This is an optimization exercise on Yosys and OpenROAD, whose aim is small area, a short achievable clock period and few clock cycles per item, not a production implementation. Where RTL was checked, it was by simulation tests only, not by an equivalence proof against the original. Power figures rest on the tool's default switching activity, not on a simulated workload.

==> flow/design.v <==
module SQRT(
	RST,
	CLK,
	IN_VALID,
	IN,
	OUT_VALID,
	OUT
);
input CLK;
input RST;
input [15:0] IN;
input IN_VALID;
output [11:0] OUT;
output OUT_VALID;
reg OUT_VALID;
reg [13:0] G;       
reg [2:0] L;        
reg [13:0] E;       
reg formP;          
wire idle = ~E[0];
reg [12:0] hot;
reg run;
integer i;
always @(*) begin
	run = 1'b1;
	for (i = 0; i < 13; i = i + 1) begin
		run = run & E[i];
		hot[i] = run & ~E[i+1];
	end
end
wire last = hot[0];
wire [12:0] B = E[13:1];
wire cin = formP | (|L);
wire [14:0] sum = {1'b0, G} + {2'b01, ~B} + {14'd0, cin};
wire acc = sum[14];
wire xbit = L[2] ^ ~(L[1] | L[0]);   
wire inbit = (formP | acc) ? xbit : L[2];
wire [13:0] rem = acc ? sum[13:0] : G;
wire big = (&IN[15:4]) & (|IN[3:0]);
always @(posedge CLK) begin
	if (idle) begin
		G <= big ? 14'd0 : {1'b0, IN[15:3]};
		L <= big ? 3'd0 : IN[2:0];
		formP <= 1'b0;
	end else begin
		G <= {rem[12:0], inbit};
		L <= {L[1:0], 1'b0};
		formP <= formP | acc;
	end
end
always @(posedge CLK) begin
	if (RST)
		E[0] <= 1'b0;
	else if (IN_VALID)
		E[0] <= 1'b1;
	else if (hot[0])
		E[0] <= 1'b0;
	for (i = 1; i < 14; i = i + 1) begin
		if (IN_VALID)
			E[i] <= (i < 12);
		else if (i >= 2 && hot[i-2])
			E[i] <= acc;
		else if (i < 13 && hot[i])
			E[i] <= 1'b0;
	end
end
assign OUT = E[13:2];
always @(posedge CLK) begin
	if (RST)
		OUT_VALID <= 1'b0;
	else
		OUT_VALID <= last;
end
endmodule
==> flow/config.mk <==
export PLATFORM = sky130hd
export DESIGN_NAME = SQRT
export DESIGN_NICKNAME = SQRT
export VERILOG_FILES = /design/flow/design.v
export SDC_FILE = /design/flow/constraint.sdc
export NUM_CORES = 4
export LEC_CHECK = 0
export CAP_MARGIN = 20
export CORE_MARGIN = 2
export CORE_UTILIZATION = 60
export SLEW_MARGIN = 20
==> flow/constraint.sdc <==
create_clock -name core_clock -period 10.0 [get_ports {CLK}]
set_input_delay 2.0000 -clock core_clock [delete_from_list [all_inputs] [get_ports {CLK}]]
set_output_delay 2.0000 -clock core_clock [all_outputs]
set_load 0.01 [all_outputs]
standard.sh (not shown) runs the stock make flow with config.mk's settings and CLKGATE_MAP_FILE= SYNTH_SCRIPT=/design/flow/synth_recipe.tcl, a recipe that flattens the netlist after the stock synthesis.
==> flow/flow/run.sh <==
#!/bin/bash
# Standard layout, except:
# - ABC maps the logic with flow/area.abc (area-oriented) instead of the speed script;
#   everything else in synthesis is the standard script (synth_recipe.tcl), so the
#   registers and their names are the standard synthesis's;
# - the smallest buffer on each input and output port;
# - timing repair aimed at a setup slack well beyond the required 0.
set -euo pipefail
W=$PWD
export BUFFER_PORTS_ARGS="-buffer_cell sky130_fd_sc_hd__buf_1"
export SETUP_SLACK_MARGIN=6.8
export MY_ABC_SCRIPT=$W/flow/area.abc
export FLOW_SYNTH_TCL=$W/synth_recipe.tcl
sed "s#SYNTH_SCRIPT=[^ ]*#SYNTH_SCRIPT=$W/flow/my_synth.tcl#" standard.sh > my_standard.sh
grep -q "SYNTH_SCRIPT=$W/flow/my_synth.tcl" my_standard.sh
bash my_standard.sh > standard_make.log 2>&1
==> flow/flow/area.abc <==
strash
&get -n
&dch -f
&nf -R 1000
&put
topo
==> flow/flow/my_synth.tcl <==
# The standard synthesis, with its ABC mapping script replaced by the one in MY_ABC_SCRIPT.
proc abc {args} {
  set i [lsearch -exact $args -script]
  if { $i >= 0 && [info exists ::env(MY_ABC_SCRIPT)] } {
    set args [lreplace $args [expr {$i + 1}] [expr {$i + 1}] $::env(MY_ABC_SCRIPT)]
  }
  yosys abc {*}$args
}
source $::env(FLOW_SYNTH_TCL)
The starting point finished with timing, DRC and antenna clean.
Testbench counts at the start, summed over its fixed seeds: cycles 41,608, items 3,200.
Next try:
==> flow/design.v (replaced) <==
module SQRT(
	RST,
	CLK,
	IN_VALID,
	IN,
	OUT_VALID,
	OUT
);
input CLK;
input RST;
input [15:0] IN;
input IN_VALID;
output [11:0] OUT;
output OUT_VALID;
reg OUT_VALID;
reg [3:0] k;        
reg [13:0] G;       
reg [2:0] L;        
reg [12:0] B;       
reg formP;          
wire idle = (k == 4'd15);
wire last = (k == 4'd0);
wire cin = formP | (|L);
wire [14:0] sum = {1'b0, G} + {2'b01, ~B} + {14'd0, cin};
wire acc = sum[14];
wire xbit = L[2] ^ ~(L[1] | L[0]);   
wire inbit = (formP | acc) ? xbit : L[2];
wire [13:0] rem = acc ? sum[13:0] : G;
wire big = (&IN[15:4]) & (|IN[3:0]);
always @(posedge CLK) begin
	if (idle) begin
		G <= big ? 14'd0 : {1'b0, IN[15:3]};
		L <= big ? 3'd0 : IN[2:0];
		formP <= 1'b0;
	end else begin
		formP <= formP | acc;
		G <= {rem[12:0], inbit};
		L <= {L[1:0], 1'b0};
	end
end
integer i;
always @(posedge CLK) begin
	for (i = 0; i < 13; i = i + 1) begin
		if (idle)
			B[i] <= (i < 11);
		else if (k == i - 1)
			B[i] <= acc;
		else if (k == i + 1)
			B[i] <= 1'b0;
	end
end
assign OUT = B[12:1];
always @(posedge CLK) begin
	if (RST)
		k <= 4'd15;
	else if (IN_VALID)
		k <= 4'd11;
	else if (!idle)
		k <= k - 4'd1;
end
always @(posedge CLK) begin
	if (RST)
		OUT_VALID <= 1'b0;
	else
		OUT_VALID <= last;
end
endmodule
Outcome: Power went up by 91%; global-route usage came out higher by 0.47 points; count of clock-buffer cells in the layout shrinks by 1; synthesized area rises by 13%; cell area rose by 17%; final cell count rises by 13%; sequential power is higher by 27%; register-to-register slack barely changes; sequential cell count rises by 3; critical path depth is unchanged; combinational power increases to 3.0 times its value.
Testbench counts after the change, summed over its fixed seeds: cycles 41,608, items 3,200.

---

Another version of the RTL of SQRT (not shown whole).
Size: ~280 cells after synthesis, about 34 flip-flops, ~32 I/O pins, ~2000 µm² of cells after synthesis.
Design SQRT, start of the top module:
module SQRT(
	RST,
	CLK,
	IN_VALID,
	IN,
	OUT_VALID,
	OUT
);
==> module SQRT, before the edit <==
module SQRT(
	RST,
	CLK,
	IN_VALID,
	IN,
	OUT_VALID,
	OUT
);
input CLK;
input RST;
input [15:0] IN;
input IN_VALID;
output [11:0] OUT;
output OUT_VALID;
reg OUT_VALID;
reg [3:0] k;        
reg [13:0] G;       
reg [2:0] L;        
reg [11:0] Y;       
wire idle = (k == 4'd15);
wire last = (k == 4'd0);
reg [11:0] mask;
integer i;
always @(*) begin
	for (i = 0; i < 12; i = i + 1)
		mask[i] = (i < k);
end
wire [13:0] B = {1'b0, Y, 1'b0} | {2'b00, mask};
wire formP = |Y;                    
wire cin = formP | (|L);
wire [14:0] sum = {1'b0, G} + {1'b0, ~B} + {14'd0, cin};
wire acc = sum[14];
wire xbit = L[2] ^ ~(L[1] | L[0]);   
wire inbit = (formP | acc) ? xbit : L[2];
wire [13:0] rem = acc ? sum[13:0] : G;
wire big = (&IN[15:4]) & (|IN[3:0]);
always @(posedge CLK) begin
	if (idle) begin
		G <= big ? 14'd0 : {1'b0, IN[15:3]};
		L <= big ? 3'd0 : IN[2:0];
	end else begin
		G <= {rem[12:0], inbit};
		L <= {L[1:0], 1'b0};
	end
end
always @(posedge CLK) begin
	for (i = 0; i < 12; i = i + 1) begin
		if (idle)
			Y[i] <= 1'b0;
		else if (k == i)
			Y[i] <= acc;
	end
end
assign OUT = Y;
always @(posedge CLK) begin
	if (RST)
		k <= 4'd15;
	else if (IN_VALID)
		k <= 4'd11;
	else if (!idle)
		k <= k - 4'd1;
end
always @(posedge CLK) begin
	if (RST)
		OUT_VALID <= 1'b0;
	else
		OUT_VALID <= last;
end
endmodule
export LEC_CHECK = 0
export CAP_MARGIN = 20
export CORE_MARGIN = 2
export CORE_UTILIZATION = 60
export SLEW_MARGIN = 20
create_clock -name core_clock -period 10.0 [get_ports {CLK}]
==> flow/flow/area.abc <==
strash
dch
map -a
topo
Scripts as last shown in full above: flow/flow/run.sh, flow/flow/my_synth.tcl
==> next run, changes <==
--- a/flow/design.v
+++ b/flow/design.v
@@ -17,17 +17,10 @@
 reg [13:0] G;       
 reg [2:0] L;        
-reg [11:0] Y;       
+reg [12:0] B;       
+reg formP;          
 wire idle = (k == 4'd15);
 wire last = (k == 4'd0);
-reg [11:0] mask;
-integer i;
-always @(*) begin
-	for (i = 0; i < 12; i = i + 1)
-		mask[i] = (i < k);
-end
-wire [13:0] B = {1'b0, Y, 1'b0} | {2'b00, mask};
-wire formP = |Y;                    
 wire cin = formP | (|L);
-wire [14:0] sum = {1'b0, G} + {1'b0, ~B} + {14'd0, cin};
+wire [14:0] sum = {1'b0, G} + {2'b01, ~B} + {14'd0, cin};
 wire acc = sum[14];
 wire xbit = L[2] ^ ~(L[1] | L[0]);   
@@ -39,18 +32,23 @@
 		G <= big ? 14'd0 : {1'b0, IN[15:3]};
 		L <= big ? 3'd0 : IN[2:0];
+		formP <= 1'b0;
 	end else begin
+		formP <= formP | acc;
 		G <= {rem[12:0], inbit};
 		L <= {L[1:0], 1'b0};
 	end
 end
+integer i;
 always @(posedge CLK) begin
-	for (i = 0; i < 12; i = i + 1) begin
+	for (i = 0; i < 13; i = i + 1) begin
 		if (idle)
-			Y[i] <= 1'b0;
-		else if (k == i)
-			Y[i] <= acc;
+			B[i] <= (i < 11);
+		else if (k == i - 1)
+			B[i] <= acc;
+		else if (k == i + 1)
+			B[i] <= 1'b0;
 	end
 end
-assign OUT = Y;
+assign OUT = B[12:1];
 always @(posedge CLK) begin
 	if (RST)
After rerunning: The changed run produced a clean layout. Total power rises by 6.2%. Die area increases by 5.0%. Setup slack gains 0.017 ns. Utilization drops by 3.8 points. Critical path depth does not change. Wire length is lower by 5.8%. Clock-buffer cell count falls by 1. Clock power falls by 11%. Sequential power went up by about 9%. Final area decreases by 3.0%.
Testbench counts after the change, summed over its fixed seeds: cycles 41,608, items 3,200.
Only the layout flow was run in the first run of this note; the RTL was not checked for function there.

what the ideal ports hide:
In the flow no input, the clock included, has a driving cell. The finished layouts below were timed again as built, in two steps. Step 1 (the two cells are an assumption about what drives the block):
set clk [get_ports {CLK}]
set_driving_cell -lib_cell sky130_fd_sc_hd__clkbuf_16 $clk
set_driving_cell -lib_cell sky130_fd_sc_hd__buf_2 [delete_from_list [all_inputs] $clk]
Step 2, shift: input delay + t, output delay - t, t = (earliest + latest rising clock arrival at the registers) / 2. This alone moves slack from input paths to output paths. Three values: no drivers, after step 1, after step 2; two values: the first two.
run	t, ns	setup WS [ns]	worst setup path after step 2	clock arrival spread, ns
the first run of note 1	0.360	6.969 / 6.969 / 6.736	input to register	0.014 / 0.014
the second run of note 1	0.377	6.956 / 6.956 / 6.768	input to register	0.011 / 0.011
the first run of note 2	0.357	7.041 / 7.020 / 6.773	input to register	0.013 / 0.014
the second run of note 2	0.358	7.058 / 7.034 / 6.901	input to register	0.010 / 0.010
After both steps every run listed still meets setup and hold. The setup slack of the first run of note 2, which loses most, moves by -0.021 ns with the drivers and by -0.268 ns with both steps.
